What follows belongs to an exercise in optimizing a design on an open flow for small area, a short achievable clock period and few clock cycles per item; a production flow would make more cautious choices. Only simulation tests tie the RTL to the original design; equivalence was not proved. No activity file was given, so power comes from the tool's default toggle rates.

build 17:
Design mul_fu, start of the top module:
module mul_fu (
    input  logic        clk,
    input  logic        rst_n,
    input  logic        in_valid,
    input  logic [3:0]  in_ctrl,
    input  logic [31:0] in_a,
    input  logic [31:0] in_b,
    input  logic [6:0]  in_tag,
    output logic        in_ready,
    output logic        out_req,
    output logic [6:0]  out_tag,
    output logic [31:0] out_data,
    input  logic        out_grant
);
Size in the first run: ~1,800 cells after synthesis, roughly 300 flip-flops, ~120 I/O pins.
Settings: LEC_CHECK=0, ABC_CLOCK_PERIOD_IN_PS=2500, CAP_MARGIN=30, CORE_MARGIN=2, CORE_UTILIZATION=60, CTS_BUF_LIST=sky130_fd_sc_hd__clkbuf_4 sky130_fd_sc_hd__clkbuf_8, CTS_CLUSTER_DIAMETER=50, CTS_CLUSTER_SIZE=16, SLEW_MARGIN=50, SYNTH_HIERARCHICAL=1, SYNTH_MINIMUM_KEEP_SIZE=0; clock period 10.0 ns.
standard.sh (not shown) runs the stock make flow with config.mk's settings and CLKGATE_MAP_FILE= SYNTH_SCRIPT=/design/flow/synth_recipe.tcl, a recipe that flattens the netlist after the stock synthesis.
==> flow/flow/run.sh <==
#!/bin/bash
# Standard ORFS layout (the standard.sh), with the port buffers made plain
# buffers (buf_2) instead of the delay buffer buffer_ports picks by default.
set -euo pipefail
bash standard.sh synth > synth.log 2>&1
bash standard.sh BUFFER_PORTS_ARGS="-buffer_cell sky130_fd_sc_hd__buf_2" finish > layout.log 2>&1
Testbench counts of build 17, summed over its fixed seeds: cycles 2,374, items 2,048.
### build 17 -> build 70
Settings: a deleted CTS_CLUSTER_DIAMETER that had been 50; a deleted CTS_CLUSTER_SIZE that had been 16.
Notes after the runs:
Compared build 70 vs build 17, and fraction of layout instances using a drive strength above 1 is up in build 70. | total wire length after detailed routing | build 17 vs build 70 | ≈ equal |. In build 70 the final setup slack of the worst path turned out 0.030 ns higher than in build 17. Compared with build 17, build 70 shows a part of the power in combinational logic that is 0.9 points lower. Source-to-sink clock delay at the later pin of the worst-skew pair: build 70 > build 17. Clock buffer count: build 70 vs build 17 up 37.
--- input diff build 70..build 25 ---
Settings: CORE_UTILIZATION: 60 -> 40.
Findings:
Measured against each other, build 25 and build 70 differ in core occupancy in the finished layout, the lower figure coming from build 25.
Build 25 vs build 70: maximum frequency down in build 25
Build 25 did not stop at any stage, and its layout met the timing, DRC and antenna checks.
Build 25 against build 70: overall power after layout rose about 2%; minimum period implied by the final worst setup slack rose 0.043 ns; routed length on met3 fell 100 µm; count of inserted antenna diode cells rose 2; number of global-route vias before repair rose 101.
The fraction of met1 tracks used by global routing in build 25 was lower than what build 70 gave.
On build 25: initial antenna violation count is 2 higher than what build 70 gave.
When build 25 is measured against build 70, its final standard cell area without fillers turns out about 1.5% higher.
Final worst-path cycle share (build 25 over build 70): increase, 0.43 points

========
JK:
mul_fu again, from the RTL that the note above started with.
Settings: LEC_CHECK=0, ABC_CLOCK_PERIOD_IN_PS=2500, CAP_MARGIN=20, CORE_MARGIN=2, CORE_UTILIZATION=60, CTS_BUF_LIST=sky130_fd_sc_hd__clkbuf_4 sky130_fd_sc_hd__clkbuf_8, SLEW_MARGIN=20, SYNTH_HIERARCHICAL=1, SYNTH_MINIMUM_KEEP_SIZE=0; clock period 10.0 ns.
Scripts as last shown in full above: flow/flow/run.sh
Testbench counts of JK, summed over its fixed seeds: cycles 2,374, items 2,048.
What MS does differently from JK at the input level:
Settings: a change of CAP_MARGIN from 20 to 50; a change of SLEW_MARGIN from 20 to 70; a change of CORE_UTILIZATION from 60 to 40.
### Flow results
MS — total combinational power about 7% higher, JK as reference. What MS reported for met2 routed wirelength has to be multiplied by 0.946 to get the figure for JK. Taking MS over JK, the first-iteration DRC count ratio works out to 0.79.
Input changes introduced in AL (baseline for comparison: MS):
Settings: CAP_MARGIN changed from 50 to 30; CTS_CLUSTER_DIAMETER newly set to 80; CORE_UTILIZATION changed from 40 to 60; CTS_BUF_LIST changed from sky130_fd_sc_hd__clkbuf_4 sky130_fd_sc_hd__clkbuf_8 to sky130_fd_sc_hd__clkbuf_8 sky130_fd_sc_hd__clkbuf_16; SLEW_MARGIN changed from 70 to 50; CTS_CLUSTER_SIZE newly set to 30.
### Flow results
- AL finished every step from synthesis to the final layout, and the layout passed the timing, DRC and antenna checks.
- AL vs. MS: final critical-path setup slack went up by 0.028 ns.
- Relative to MS, clock buffer count in the final layout decreased by 55 in AL.
- Compared with MS, AL shows a lower via count of the first global-routing pass.
- Cell count: AL lower than MS
Setup changes, AL to TR
Settings: CTS_CLUSTER_DIAMETER: 80 -> 60; CTS_CLUSTER_SIZE: 30 -> 20.
Findings:
From AL to TR the numbers moved as follows: final-layout fill cell count has decreased; insertion delay to the later sink of the worst-skew pair up 0.02 ns; CTS buffer count went up.
s2_mid[114]$_DFFE_PP_ as the capture point of the worst path was reported by TR, and s2_mid[102]$_DFFE_PP_ by AL.

[re-timing with driven ports]
No port has a modelled driver above. Below, the same layouts with a new extraction and two added sets of constraints.
Step 1 assumes that a clkbuf_16 drives the clock port and a buf_2 every other input.
Step 2 also shifts input and output timing later by t, the mid clock arrival at the registers, as if the neighbouring blocks saw the same clock.
Three values: ideal ports, drivers, drivers and shift; two values: the first two.
| run | t, ns | setup slack, ns | worst hold slack (ns) | slew at the worst register clock pin (ns) |
|---|---|---|---|---|
| build 17 | 0.643 | 6.473 / 6.473 / 6.473 | 0.431 / 0.431 / 0.431 | 0.10 / 0.10 |
| build 70 | 0.665 | 6.502 / 6.502 / 6.502 | 0.418 / 0.418 / 0.418 | 0.06 / 0.06 |
| build 25 | 0.679 | 6.459 / 6.459 / 6.459 | 0.413 / 0.413 / 0.413 | 0.07 / 0.07 |
| JK | 0.659 | 6.368 / 6.368 / 6.368 | 0.419 / 0.419 / 0.419 | 0.07 / 0.07 |
| MS | 0.685 | 6.430 / 6.430 / 6.430 | 0.412 / 0.412 / 0.412 | 0.07 / 0.07 |
| AL | 0.581 | 6.458 / 6.458 / 6.458 | 0.431 / 0.431 / 0.431 | 0.11 / 0.11 |
| TR | 0.614 | 6.464 / 6.464 / 6.464 | 0.424 / 0.424 / 0.424 | 0.08 / 0.08 |
After both steps setup and hold are still met in every run listed.
